Source: an optimization exercise on an open RTL-to-GDS flow (aim: small area and a short achievable clock period). Production flows keep margins and buffers that such runs may drop.
The RTL was checked by simulation tests, not by an equivalence proof against the original design.
No activity file was given, so power comes from the tool's default toggle rates.

build 48:
// APB_top
module APB_top #(
        parameter ADDR_WIDTH = 32,
        parameter DATA_WIDTH = 32
    ) (
    input PCLK,
    input PRESETn,
    input [ADDR_WIDTH-1:0] paddr,
    input psel1,
    input [(DATA_WIDTH/8)-1:0] pstrb,
    input Transfer,
    input pwrite,
    input [DATA_WIDTH-1:0] pwdata,
    output [31:0] PRDATA
    );
    wire        ld;
    wire        wc;
    wire        rd_en;
    wire [31:0] wd;
    APB_master Master (
        .PCLK(PCLK), .PRESETn(PRESETn),
        .psel1(psel1), .pstrb(pstrb), .Transfer(Transfer),
        .pwrite(pwrite), .pwdata(pwdata),
        .ld(ld), .wc(wc), .rd_en(rd_en), .wd(wd)
    );
    APB_Slave Slave (
        .PCLK(PCLK), .PRESETn(PRESETn),
        .paddr(paddr), .ld(ld), .wc(wc), .rd_en(rd_en), .wd(wd),
        .PRDATA(PRDATA)
    );
endmodule
Size in the first run: roughly 100,000 cells after synthesis, roughly 1,200,000 µm² of cells after synthesis.
make LEC_CHECK=0 CAP_MARGIN=20 CORE_MARGIN=2 CORE_UTILIZATION=55 CTS_CLUSTER_DIAMETER=80 CTS_CLUSTER_SIZE=25 PLACE_DENSITY=0.65 SETUP_SLACK_MARGIN=3.5 SLEW_MARGIN=20 SYNTH_HIERARCHICAL=1 SYNTH_MEMORY_MAX_BITS=65536 finish   # period 7.0 ns
run.sh (not shown) runs the stock make flow with config.mk's settings and CLKGATE_MAP_FILE= SYNTH_SCRIPT=/design/flow/synth_recipe.tcl, a recipe that flattens the netlist after the stock synthesis.
The flow completed for build 48, but it is not clean: the layout still shows slew limit.
Input-level comparison between build 70 and build 48:
# build 48
export LEC_CHECK = 0
export CAP_MARGIN = 20
export CORE_MARGIN = 2
export CORE_UTILIZATION = 55
export CTS_CLUSTER_DIAMETER = 80
export CTS_CLUSTER_SIZE = 25
export PLACE_DENSITY = 0.65
export SETUP_SLACK_MARGIN = 3.5
export SLEW_MARGIN = 20
export SYNTH_HIERARCHICAL = 1
export SYNTH_MEMORY_MAX_BITS = 65536
create_clock -name core_clock -period 7.0 [get_ports {PCLK}]
# build 70
export LEC_CHECK = 0
export CAP_MARGIN = 35
export CORE_MARGIN = 2
export CORE_UTILIZATION = 55
export CTS_CLUSTER_DIAMETER = 80
export CTS_CLUSTER_SIZE = 25
export PLACE_DENSITY = 0.65
export SETUP_SLACK_MARGIN = 3.1
export SLEW_MARGIN = 35
export SYNTH_HIERARCHICAL = 1
export SYNTH_MEMORY_MAX_BITS = 65536
create_clock -name core_clock -period 7.0 [get_ports {PCLK}]
==> comparison <==
Although build 70 finished all stages, its layout failed final checks on antenna rules.
Build 48 ended up with Slave.q[4].quad.g[2].grp.l[7] as its start point of the critical path; build 70 ended up with Slave.q[0].quad.g[3].grp.h[3].
Diff build 48..build 70 | number of instances in the placed design | negligible
[compare] base=build 48 new=build 70: static leakage down 0.97%, critical path depth down 1, setup slack after layout down 0.083 ns.
Critical path buffer and inverter count: build 70 vs build 48 down 1
Of build 48 and build 70, the lower number of standard cells in the layout, taps in and fillers out belongs to build 70.
Input changes introduced in build 20 (baseline for comparison: build 70):
# build 70
export LEC_CHECK = 0
export CAP_MARGIN = 35
export CORE_MARGIN = 2
export CORE_UTILIZATION = 55
export CTS_CLUSTER_DIAMETER = 80
export CTS_CLUSTER_SIZE = 25
export PLACE_DENSITY = 0.65
export SETUP_SLACK_MARGIN = 3.1
export SLEW_MARGIN = 35
export SYNTH_HIERARCHICAL = 1
export SYNTH_MEMORY_MAX_BITS = 65536
create_clock -name core_clock -period 7.0 [get_ports {PCLK}]
# build 20
export LEC_CHECK = 0
export CAP_MARGIN = 35
export CORE_MARGIN = 2
export CORE_UTILIZATION = 55
export CTS_CLUSTER_DIAMETER = 80
export CTS_CLUSTER_SIZE = 25
export PLACE_DENSITY = 0.65
export SETUP_SLACK_MARGIN = 3.3
export SLEW_MARGIN = 35
export SYNTH_HIERARCHICAL = 1
export SYNTH_MEMORY_MAX_BITS = 65536
create_clock -name core_clock -period 7.0 [get_ports {PCLK}]
Build 20 completed; timing, DRC and antenna clean
Compared with build 70, build 20 shows a lower register share of the cell area.
~same average wire per standard cell in build 70 and build 20
In terms of part of the total power dissipated in the clock network, build 70 and build 20 differ only marginally.
Data-path buffer share of cell area in the final layout, build 70 and build 20: lower on build 70
Global routing met1 resource utilization delta (build 70 -> build 20): insignificant
Cells: build 20 has more instances than build 70
Area of the multi-input gates for build 20: about 0.56% up relative to build 70
Time the final worst path needs with I/O delays and setup for build 20 is lower than for build 70.
Going from build 70 to build 20, minimum setup slack in the final design +0.16 ns; maximum clock frequency went up by about 4%.

---

The RTL this note starts from:
==> flow/design.v <==
module APB_master (
    input PCLK,
    input PRESETn,
    input psel1,
    input [3:0] pstrb,
    input Transfer,
    input pwrite,
    input [31:0] pwdata,
    output ld,                  
    output wc,                  
    output rd_en,               
    output reg [31:0] wd        
    );
    reg s_setup, s_access, s_hung;
    wire s_idle = ~(s_setup | s_access | s_hung);
    always @(posedge PCLK or negedge PRESETn) begin
        if (!PRESETn) begin
            s_setup  <= 1'b0;
            s_access <= 1'b0;
            s_hung   <= 1'b0;
        end else begin
            s_setup  <= (s_idle | s_access) & Transfer;
            s_access <= s_setup & psel1;
            s_hung   <= s_hung | (s_setup & ~psel1);
        end
    end
    assign ld = s_setup;
    reg wr;
    always @(posedge PCLK)
        if (s_setup)
            wr <= pwrite;
    function [31:0] encode(input [31:0] d, input [3:0] s);
        case (s)
            4'b0001: encode = {{24{d[7]}}, d[7:0]};
            4'b0010: encode = {{16{d[15]}}, d[15:8], 8'h00};
            4'b0011: encode = {{16{d[15]}}, d[15:0]};
            4'b0100: encode = {{16{d[23]}}, d[23:16], 8'h00};
            4'b0101: encode = {{8{d[23]}}, d[23:16], 8'h00, d[7:0]};
            4'b0110: encode = {{8{d[23]}}, d[23:8], 8'h00};
            4'b0111: encode = {{8{d[23]}}, d[23:0]};
            4'b1000: encode = {d[31:24], 24'h000000};
            4'b1001: encode = {d[31:24], 16'h0000, d[7:0]};
            4'b1010: encode = {d[30:23], 8'h00, d[15:8], 8'h00};
            4'b1011: encode = {d[30:23], 8'h00, d[15:0]};
            4'b1100: encode = {d[31:16], 16'h0000};
            4'b1101: encode = {d[31:16], 8'h00, d[7:0]};
            4'b1110: encode = {d[31:8], 8'h00};
            4'b1111: encode = d;
            default: encode = 32'h00000000;
        endcase
    endfunction
    always @(posedge PCLK) begin
        if (s_setup)
            wd <= pwdata;
        else if (s_access)
            wd <= encode(wd, pstrb);
    end
    assign wc = s_access & wr;
    assign rd_en = s_access & ~wr & (pstrb == 4'b0000);
endmodule
module APB_Slave (
    input PCLK,
    input PRESETn,
    input [31:0] paddr,
    input ld,                   
    input wc,                   
    input rd_en,                
    input [31:0] wd,
    output reg [31:0] PRDATA
    );
    wire in_range = ~|paddr[31:10];
    wire [8*32-1:0] qrd;
    genvar j;
    generate
        for (j = 0; j < 8; j = j + 1) begin : q
            APB_memquad quad (
                .PCLK(PCLK), .ld(ld),
                .sel_in(in_range & (paddr[9:7] == j)), .a_in(paddr[6:0]),
                .wc(wc), .wd(wd), .rd(qrd[32*j +: 32])
            );
        end
    endgenerate
    wire [31:0] n0, n1, n2, n3, p0, p1, rd_n;
    APB_nor2 o0 (.a(qrd[0 +: 32]),   .b(qrd[32 +: 32]),  .y(n0));
    APB_nor2 o1 (.a(qrd[64 +: 32]),  .b(qrd[96 +: 32]),  .y(n1));
    APB_nor2 o2 (.a(qrd[128 +: 32]), .b(qrd[160 +: 32]), .y(n2));
    APB_nor2 o3 (.a(qrd[192 +: 32]), .b(qrd[224 +: 32]), .y(n3));
    APB_nand2 a0 (.a(n0), .b(n1), .y(p0));
    APB_nand2 a1 (.a(n2), .b(n3), .y(p1));
    APB_nor2 o4 (.a(p0), .b(p1), .y(rd_n));
    always @(posedge PCLK or negedge PRESETn) begin
        if (!PRESETn)
            PRDATA <= 32'h00000000;
        else if (rd_en)
            PRDATA <= ~rd_n;
    end
endmodule
module APB_memquad (
    input PCLK,
    input ld,
    input sel_in,
    input [6:0] a_in,
    input wc,
    input [31:0] wd,
    output [31:0] rd
    );
    wire [4*32-1:0] grd;
    genvar j;
    generate
        for (j = 0; j < 4; j = j + 1) begin : g
            APB_memgroup grp (
                .PCLK(PCLK), .ld(ld),
                .sel_in(sel_in & (a_in[6:5] == j)), .a_in(a_in[4:0]),
                .wc(wc), .wd(wd), .rd(grd[32*j +: 32])
            );
        end
    endgenerate
    wire [31:0] n0, n1;
    APB_nor2 o0 (.a(grd[0 +: 32]),  .b(grd[32 +: 32]), .y(n0));
    APB_nor2 o1 (.a(grd[64 +: 32]), .b(grd[96 +: 32]), .y(n1));
    APB_nand2 a0 (.a(n0), .b(n1), .y(rd));
endmodule
module APB_memgroup (
    input PCLK,
    input ld,
    input sel_in,
    input [4:0] a_in,
    input wc,                   
    input [31:0] wd,
    output [31:0] rd
    );
    reg wv;
    always @(posedge PCLK)
        wv <= wc;
    reg [3:0] h;
    reg [7:0] l;
    always @(posedge PCLK)
        if (ld) begin
            h <= {3'd0, sel_in} << a_in[4:3];
            l <= 8'd1 << a_in[2:0];
        end
    wire [31:0] s;
    wire [31:0] we;
    wire [32*32-1:0] q;
    genvar k;
    generate
        for (k = 0; k < 32; k = k + 1) begin : w
            assign s[k]  = h[k/8] & l[k%8];
            assign we[k] = s[k] & wv;
            APB_memword word (.PCLK(PCLK), .we(we[k]), .keep(~we[k]), .wd(wd),
                              .q(q[32*k +: 32]));
        end
    endgenerate
    wire [4*32-1:0] r8;
    generate
        for (k = 0; k < 4; k = k + 1) begin : m
            APB_rdmux8 mux (.s(s[8*k +: 8]), .q(q[256*k +: 256]), .rd(r8[32*k +: 32]));
        end
    endgenerate
    wire [31:0] n0, n1;
    APB_nor2 o0 (.a(r8[0 +: 32]),  .b(r8[32 +: 32]), .y(n0));
    APB_nor2 o1 (.a(r8[64 +: 32]), .b(r8[96 +: 32]), .y(n1));
    APB_nand2 a0 (.a(n0), .b(n1), .y(rd));
endmodule
module APB_rdmux8 (
    input [7:0] s,
    input [8*32-1:0] q,
    output [31:0] rd
    );
    assign rd = (q[0 +: 32]   & {32{s[0]}}) | (q[32 +: 32]  & {32{s[1]}}) |
                (q[64 +: 32]  & {32{s[2]}}) | (q[96 +: 32]  & {32{s[3]}}) |
                (q[128 +: 32] & {32{s[4]}}) | (q[160 +: 32] & {32{s[5]}}) |
                (q[192 +: 32] & {32{s[6]}}) | (q[224 +: 32] & {32{s[7]}});
endmodule
module APB_memword (
    input PCLK,
    input we,
    input keep,
    input [31:0] wd,
    output reg [31:0] q
    );
    always @(posedge PCLK)
        q <= (q & {32{keep}}) | (wd & {32{we}});
endmodule
module APB_nor2 (
    input [31:0] a,
    input [31:0] b,
    output [31:0] y
    );
    assign y = ~(a | b);
endmodule
module APB_nand2 (
    input [31:0] a,
    input [31:0] b,
    output [31:0] y
    );
    assign y = ~(a & b);
endmodule
module APB_top #(
        parameter ADDR_WIDTH = 32,
        parameter DATA_WIDTH = 32
    ) (
    input PCLK,
    input PRESETn,
    input [ADDR_WIDTH-1:0] paddr,
    input psel1,
    input [(DATA_WIDTH/8)-1:0] pstrb,
    input Transfer,
    input pwrite,
    input [DATA_WIDTH-1:0] pwdata,
    output [31:0] PRDATA
    );
    wire        ld;
    wire        wc;
    wire        rd_en;
    wire [31:0] wd;
    APB_master Master (
        .PCLK(PCLK), .PRESETn(PRESETn),
        .psel1(psel1), .pstrb(pstrb), .Transfer(Transfer),
        .pwrite(pwrite), .pwdata(pwdata),
        .ld(ld), .wc(wc), .rd_en(rd_en), .wd(wd)
    );
    APB_Slave Slave (
        .PCLK(PCLK), .PRESETn(PRESETn),
        .paddr(paddr), .ld(ld), .wc(wc), .rd_en(rd_en), .wd(wd),
        .PRDATA(PRDATA)
    );
endmodule
make LEC_CHECK=0 CAP_MARGIN=25 CORE_MARGIN=2 CORE_UTILIZATION=55 CTS_CLUSTER_DIAMETER=80 CTS_CLUSTER_SIZE=25 PLACE_DENSITY=0.65 SETUP_SLACK_MARGIN=3.3 SLEW_MARGIN=25 SYNTH_HIERARCHICAL=1 SYNTH_MEMORY_MAX_BITS=65536 finish   # period 7.0 ns
Rerun with:
- CAP_MARGIN: 25 -> 35
- SETUP_SLACK_MARGIN: 3.3 -> 3.4
- SLEW_MARGIN: 25 -> 35
Combinational power hardly moves.
Setup slack is worse by 34 ps.
Synthesized cell count stays the same.
Maximum frequency goes down by 0.85%.
Register-to-register slack degrades by 30 ps.
Die area stays the same.
First-iteration DRC count rose by 2.0%.
Hold slack improves by 17 ps.
Final area climbs by 0.69%.
Rerun with:
- SETUP_SLACK_MARGIN: 3.4 -> 3.2
Outcome: With this change the flow completed and failed the layout checks on antenna rules; worst hold slack improves by 18 ps; synthesized area does not change; cell area decreases by 0.65%; synthesized cell count stays the same; combinational power stays flat; wire length came out lower by 0.55%; sequential share of layout area went up by 0.34 points; clock skew hardly moves; non-clock buffer count came out lower by 364; clock power is about the same; via count went down by 0.41%.
Rerun with:
- SETUP_SLACK_MARGIN: 3.2 -> 3.5
The new run went through all stages and came out clean.
Global-route usage is higher by 0.21 points.
Setup slack got worse by 31 ps.
Power rises by about 0.8%.
Rerun with:
- CORE_UTILIZATION: 55 -> 60
- PLACE_DENSITY: 0.65 -> 0.68
The new run finished with timing, DRC and antenna clean.
Die area shrinks by 8.3%.
Via count is about the same.
Final area shrinks by 0.69%.
Clock power shrinks by about 4%.
Routed wire length shrinks by 1.2%.

[separate check: timing with driven ports]
Ports are ideal in the flow. The routed layouts listed here were re-timed in OpenROAD. Step 1, drivers: a clkbuf_16 drives PCLK and a buf_2 each remaining input, both assumed. Step 2 adds t to the input delays and takes it off the output delays; t is the mean of the earliest and latest rising clock arrival at the registers after step 1. Input paths then give back, and output paths get back, about the clock's delay inside the block. a / b / c = ideal ports / drivers / drivers and shift; a / b = the first two.
run	t (ns)	slack for setup (ns)	worst slew at a driven data input, ns
build 48	1.817	2.987 / 2.873 / 1.877	0.22
build 70	1.867	2.904 / 2.850 / 2.097	0.22
build 20	1.880	3.067 / 2.837 / 1.983	0.21
the first run of note 2	1.873	3.022 / 2.846 / 2.031	0.20
the second run of note 2	1.866	2.988 / 2.846 / 2.080	0.21
the third run of note 2	1.853	3.055 / 2.859 / 2.071	0.21
the fourth run of note 2	1.871	3.024 / 2.838 / 2.097	0.22
the fifth run of note 2	1.858	2.987 / 2.788 / 1.786	0.44
The setup slack of the fifth run of note 2, which loses most, moves by -0.199 ns with the drivers and by -1.201 ns with both steps.
